What follows belongs to an exercise in optimizing a design on an open flow for small area; a production flow would make more cautious choices.
Only simulation tests tie the RTL to the original design; equivalence was not proved.
The clock input has no modelled driver; a real chip could not lean on it and would need a root buffer or a full tree.
Power figures rest on the tool's default switching activity, not on a simulated workload.

## alpha
==> module top_module, before the edit <==
module top_module (input clk, input rst, input tx_start, output tx_pin, input rx_pin, output w_led_ale);
    localparam [20:0] LS_INV = 21'h0aaaaa;
    reg [20:0] lsq;
    reg led;
    wire [20:0] ls = lsq ^ LS_INV;
    wire ls_z = (ls[19:0] == 20'd0);
    always @(posedge clk)
        if (rst) begin
            lsq <= 21'd1 ^ LS_INV;
            led <= 1'b0;
        end else begin
            lsq <= {ls[19:0], ls[20] ^ ls[18] ^ ls_z} ^ LS_INV;
            if (ls_z & ~ls[20]) led <= ~led;
        end
    assign w_led_ale = led;
    localparam [7:0] T_INV = 8'h55;
    localparam [7:0] S_END = 8'd79, S_117 = 8'd243, S_232 = 8'd167, S_X = 8'd207;
    reg [3:0] hq;
    wire [3:0] h = hq ^ 4'hf;
    reg [7:0] uq;
    wire [7:0] u = uq ^ T_INV;
    reg [7:0] rsh;
    wire r_idle = (h == 4'd15);
    wire u_end  = (u == S_END);
    always @(posedge clk)
        if (rst | r_idle | u_end)
            hq <= 4'hf ^ ((rst | (r_idle & rx_pin) | (h == 4'd9)) ? 4'd15 :
                 {h[3] ^ (h[2] & h[1] & h[0]), h[2] ^ (h[1] & h[0]), h[1] ^ h[0], ~h[0]});
    always @(posedge clk)
        if (rst | r_idle) uq <= S_117 ^ T_INV;
        else              uq <= T_INV ^ {u[6:0], u[7] ^ u[0] ^ u[4] ^ u[5] ^ u_end};
    always @(posedge clk)
        if (u_end && h != 9) rsh <= {rx_pin, rsh[7:1]};
    wire we = r_idle & (u[6] == 1'b0);
    reg [7:0] memq0, memq1, memq2, memq3;
    wire [7:0] mem0 = memq0 ^ 8'hff;
    wire [7:0] mem1 = memq1 ^ 8'hff;
    wire [7:0] mem2 = memq2 ^ 8'hff;
    wire [7:0] mem3 = memq3 ^ 8'hff;
    reg [1:0] i;
    always @(posedge clk) begin
        if (rst | (we && i == 2'b00)) memq0 <= (rst ? 8'h61 : rsh) ^ 8'hff;
        if (rst | (we && i == 2'b01)) memq1 <= (rst ? 8'h62 : rsh) ^ 8'hff;
        if (rst | (we && i == 2'b11)) memq2 <= (rst ? 8'h63 : rsh) ^ 8'hff;
        if (rst | (we && i == 2'b10)) memq3 <= (rst ? 8'h64 : rsh) ^ 8'hff;
    end
    always @(posedge clk)
        if (rst) i <= 0;
        else if (we) i <= {i[0], ~i[1]};
    reg [3:0] bq;
    wire [3:0] b = bq ^ 4'hf;
    reg [7:0] rq;
    wire [7:0] r = rq ^ T_INV;
    reg [7:0] cq;
    wire [7:0] c = cq ^ 8'hff;
    reg [1:0] j;
    wire r_end = (r == S_END);
    wire load  = (b == 4'd9);
    reg [7:0] rd;
    always @(*)
        case (j)
        2'b00: rd = mem0;
        2'b01: rd = mem1;
        2'b11: rd = mem2;
        default: rd = mem3;
        endcase
    always @(posedge clk)
        if (rst) j <= 2'd1;
        else if (load) j <= {j[0], ~j[1]};
    always @(posedge clk)
        if (rst | load) cq <= (rst ? 8'h61 : rd) ^ 8'hff;
    always @(posedge clk)
        if (rst) begin
            bq <= 4'd10 ^ 4'hf;
            rq <= S_END ^ T_INV;
        end else begin
            if (r_end | load) bq <= 4'hf ^ {(b[3] & ~(b[1] & b[0])) | (b[2] & b[1] & b[0]), ~b[3] & (b[2] ^ (b[1] & b[0])), ~(b[3] & b[1] & b[0]) & (b[1] ^ b[0]), ~b[0]};
            if (r_end && b == 4'd8) rq <= S_232 ^ T_INV;
            else rq <= T_INV ^ {r[6:0], r[7] ^ r[0] ^ r[4] ^ r[5] ^ r_end};
        end
    assign tx_pin = b[3] ? ~(b[1] & b[0]) : c[b[2:0]];
endmodule
Settings: LEC_CHECK=0, CAP_MARGIN=0, CORE_MARGIN=2, CORE_UTILIZATION=75, GPL_TIMING_DRIVEN=0, PLACE_DENSITY=0.85, SLEW_MARGIN=0; clock period 10.0 ns.
standard.sh (not shown) runs the stock make flow with config.mk's settings and CLKGATE_MAP_FILE= SYNTH_SCRIPT=/design/flow/synth_recipe.tcl, a recipe that flattens the netlist after the stock synthesis.
==> flow/flow/run.sh <==
#!/bin/bash
# The standard ORFS layout (standard.sh) with three changes:
# - synthesis: flow/synth.tcl runs the standard synthesis script (synth_recipe.tcl)
#   but has ABC map the logic between the registers with flow/abc_area.script, an
#   area-oriented mapping, and skips extract_fa; the registers are the standard synthesis's;
# - clock tree: flow/manual_cts.tcl replaces clock tree synthesis: the clock port drives
#   MCTS_NBUF clock buffers, each driving one cluster of nearby flip-flops;
# - port buffers are buf_1.
# Everything goes to standard_flow.log here; ORFS keeps each step's log under orfs/logs.
set -euo pipefail
export MCTS_NBUF=3
export MCTS_BUF=sky130_fd_sc_hd__clkbuf_16
export AREA_ABC_SCRIPT=$PWD/flow/abc_area.script
export FLOW_SYNTH_TCL=$PWD/synth_recipe.tcl
bash standard.sh "SYNTH_SCRIPT=$PWD/flow/synth.tcl" "PRE_CTS_TCL=$PWD/flow/manual_cts.tcl" \
  "BUFFER_PORTS_ARGS=-buffer_cell sky130_fd_sc_hd__buf_1" finish > standard_flow.log 2>&1
Other scripts of this flow, unchanged in this note and not shown: flow/flow/abc_area.script, flow/flow/manual_cts.tcl, flow/flow/synth.tcl
Edits applied to the flow inputs when going from alpha to beta:
==> flow/design.v <==
module top_module (input clk, input rst, input tx_start, output tx_pin, input rx_pin, output w_led_ale);
    localparam [20:0] LS_INV = 21'h0aaaaa;
    reg [20:0] lsq;
    reg led;
    wire [20:0] ls = lsq ^ LS_INV;
    wire ls_z = (ls[19:0] == 20'd0);
    always @(posedge clk)
        if (rst) begin
            lsq <= 21'd1 ^ LS_INV;
            led <= 1'b0;
        end else begin
            lsq <= {ls[19:0], ls[20] ^ ls[18] ^ ls_z} ^ LS_INV;
            if (ls_z & ~ls[20]) led <= ~led;
        end
    assign w_led_ale = led;
    localparam [7:0] T_INV = 8'h55;
    localparam [7:0] S_END = 8'd79, S_117 = 8'd243, S_232 = 8'd167, S_X = 8'd207;
    reg [3:0] h;
    reg [7:0] uq;
    wire [7:0] u = uq ^ T_INV;
    reg [7:0] rsh;
    wire r_idle = (h == 4'd15);
    wire u_end  = (u == S_END);
    always @(posedge clk)
        if (rst | r_idle | u_end)
            h <= (rst | (r_idle & rx_pin) | (h == 4'd9)) ? 4'd15 :
                 {h[3] ^ (h[2] & h[1] & h[0]), h[2] ^ (h[1] & h[0]), h[1] ^ h[0], ~h[0]};
    always @(posedge clk)
        if (rst | r_idle) uq <= S_117 ^ T_INV;
        else              uq <= T_INV ^ {u[6:0], u[7] ^ u[0] ^ u[4] ^ u[5] ^ u_end};
    always @(posedge clk)
        if (u_end && h != 9) rsh <= {rx_pin, rsh[7:1]};
    wire we = r_idle & (u[6] == 1'b0);
    reg [7:0] mem0, mem1, mem2, mem3;
    reg [1:0] i;
    always @(posedge clk) begin
        if (rst | (we && i == 2'b00)) mem0 <= rst ? 8'h61 : rsh;
        if (rst | (we && i == 2'b01)) mem1 <= rst ? 8'h62 : rsh;
        if (rst | (we && i == 2'b11)) mem2 <= rst ? 8'h63 : rsh;
        if (rst | (we && i == 2'b10)) mem3 <= rst ? 8'h64 : rsh;
    end
    always @(posedge clk)
        if (rst) i <= 0;
        else if (we) i <= {i[0], ~i[1]};
    reg [3:0] b;
    reg [7:0] rq;
    wire [7:0] r = rq ^ T_INV;
    reg [7:0] c;
    reg [1:0] j;
    wire r_end = (r == S_END);
    wire load  = (b == 4'd9);
    reg [7:0] rd;
    always @(*)
        case (j)
        2'b00: rd = mem0;
        2'b01: rd = mem1;
        2'b11: rd = mem2;
        default: rd = mem3;
        endcase
    always @(posedge clk)
        if (rst) j <= 2'd1;
        else if (load) j <= {j[0], ~j[1]};
    always @(posedge clk)
        if (rst | load) c <= rst ? 8'h61 : rd;
    always @(posedge clk)
        if (rst) begin
            b <= 4'd10;
            rq <= S_END ^ T_INV;
        end else begin
            if (r_end | load) b <= {(b[3] & ~(b[1] & b[0])) | (b[2] & b[1] & b[0]), ~b[3] & (b[2] ^ (b[1] & b[0])), ~(b[3] & b[1] & b[0]) & (b[1] ^ b[0]), ~b[0]};
            if (r_end && b == 4'd8) rq <= S_232 ^ T_INV;
            else rq <= T_INV ^ {r[6:0], r[7] ^ r[0] ^ r[4] ^ r[5] ^ r_end};
        end
    assign tx_pin = b[3] ? ~(b[1] & b[0]) : c[b[2:0]];
endmodule
## What came out
In the tables for beta and alpha, reported net switching power reads higher with alpha.
In the floorplan summary, beta is listed with a die area greater than that of alpha.
Sort beta and alpha by slew at the pin with the worst max-slew slack desc -> top: alpha
Taking alpha over beta, the number of fillers in the final layout ratio works out to 1.06.
Cell count: beta higher than alpha
No run of this note takes its clock network from TritonCTS; it comes from the design's own scripts or RTL.

==> port drivers added, routing unchanged <==
Ports are ideal in the flow. The routed layouts listed here were re-timed in OpenROAD. Step 1: set_driving_cell puts a clkbuf_16 on clk and a buf_2 on each other input, an assumption about the parent block. Step 2 also shifts input and output timing later by t, the mid clock arrival at the registers, as if the neighbouring blocks saw the same clock. Three values: no drivers, after step 1, after step 2; two values: the first two.
| run | t (ns) | setup slack, ns | worst hold slack (ns) | worst setup path at the end | worst data-port slew with drivers (ns) |
|---|---|---|---|---|---|
| alpha | 0.225 | 5.372 / 5.408 / 5.184 | 0.389 / 0.389 / 0.389 | input to register | 0.03 |
| beta | 0.230 | 5.759 / 5.800 / 5.570 | 0.392 / 0.392 / 0.392 | input to register | 0.03 |
After both steps every run listed still meets setup and hold. For beta, which loses most, drivers alone change the setup slack by +0.041 ns; drivers and shift together by -0.189 ns.
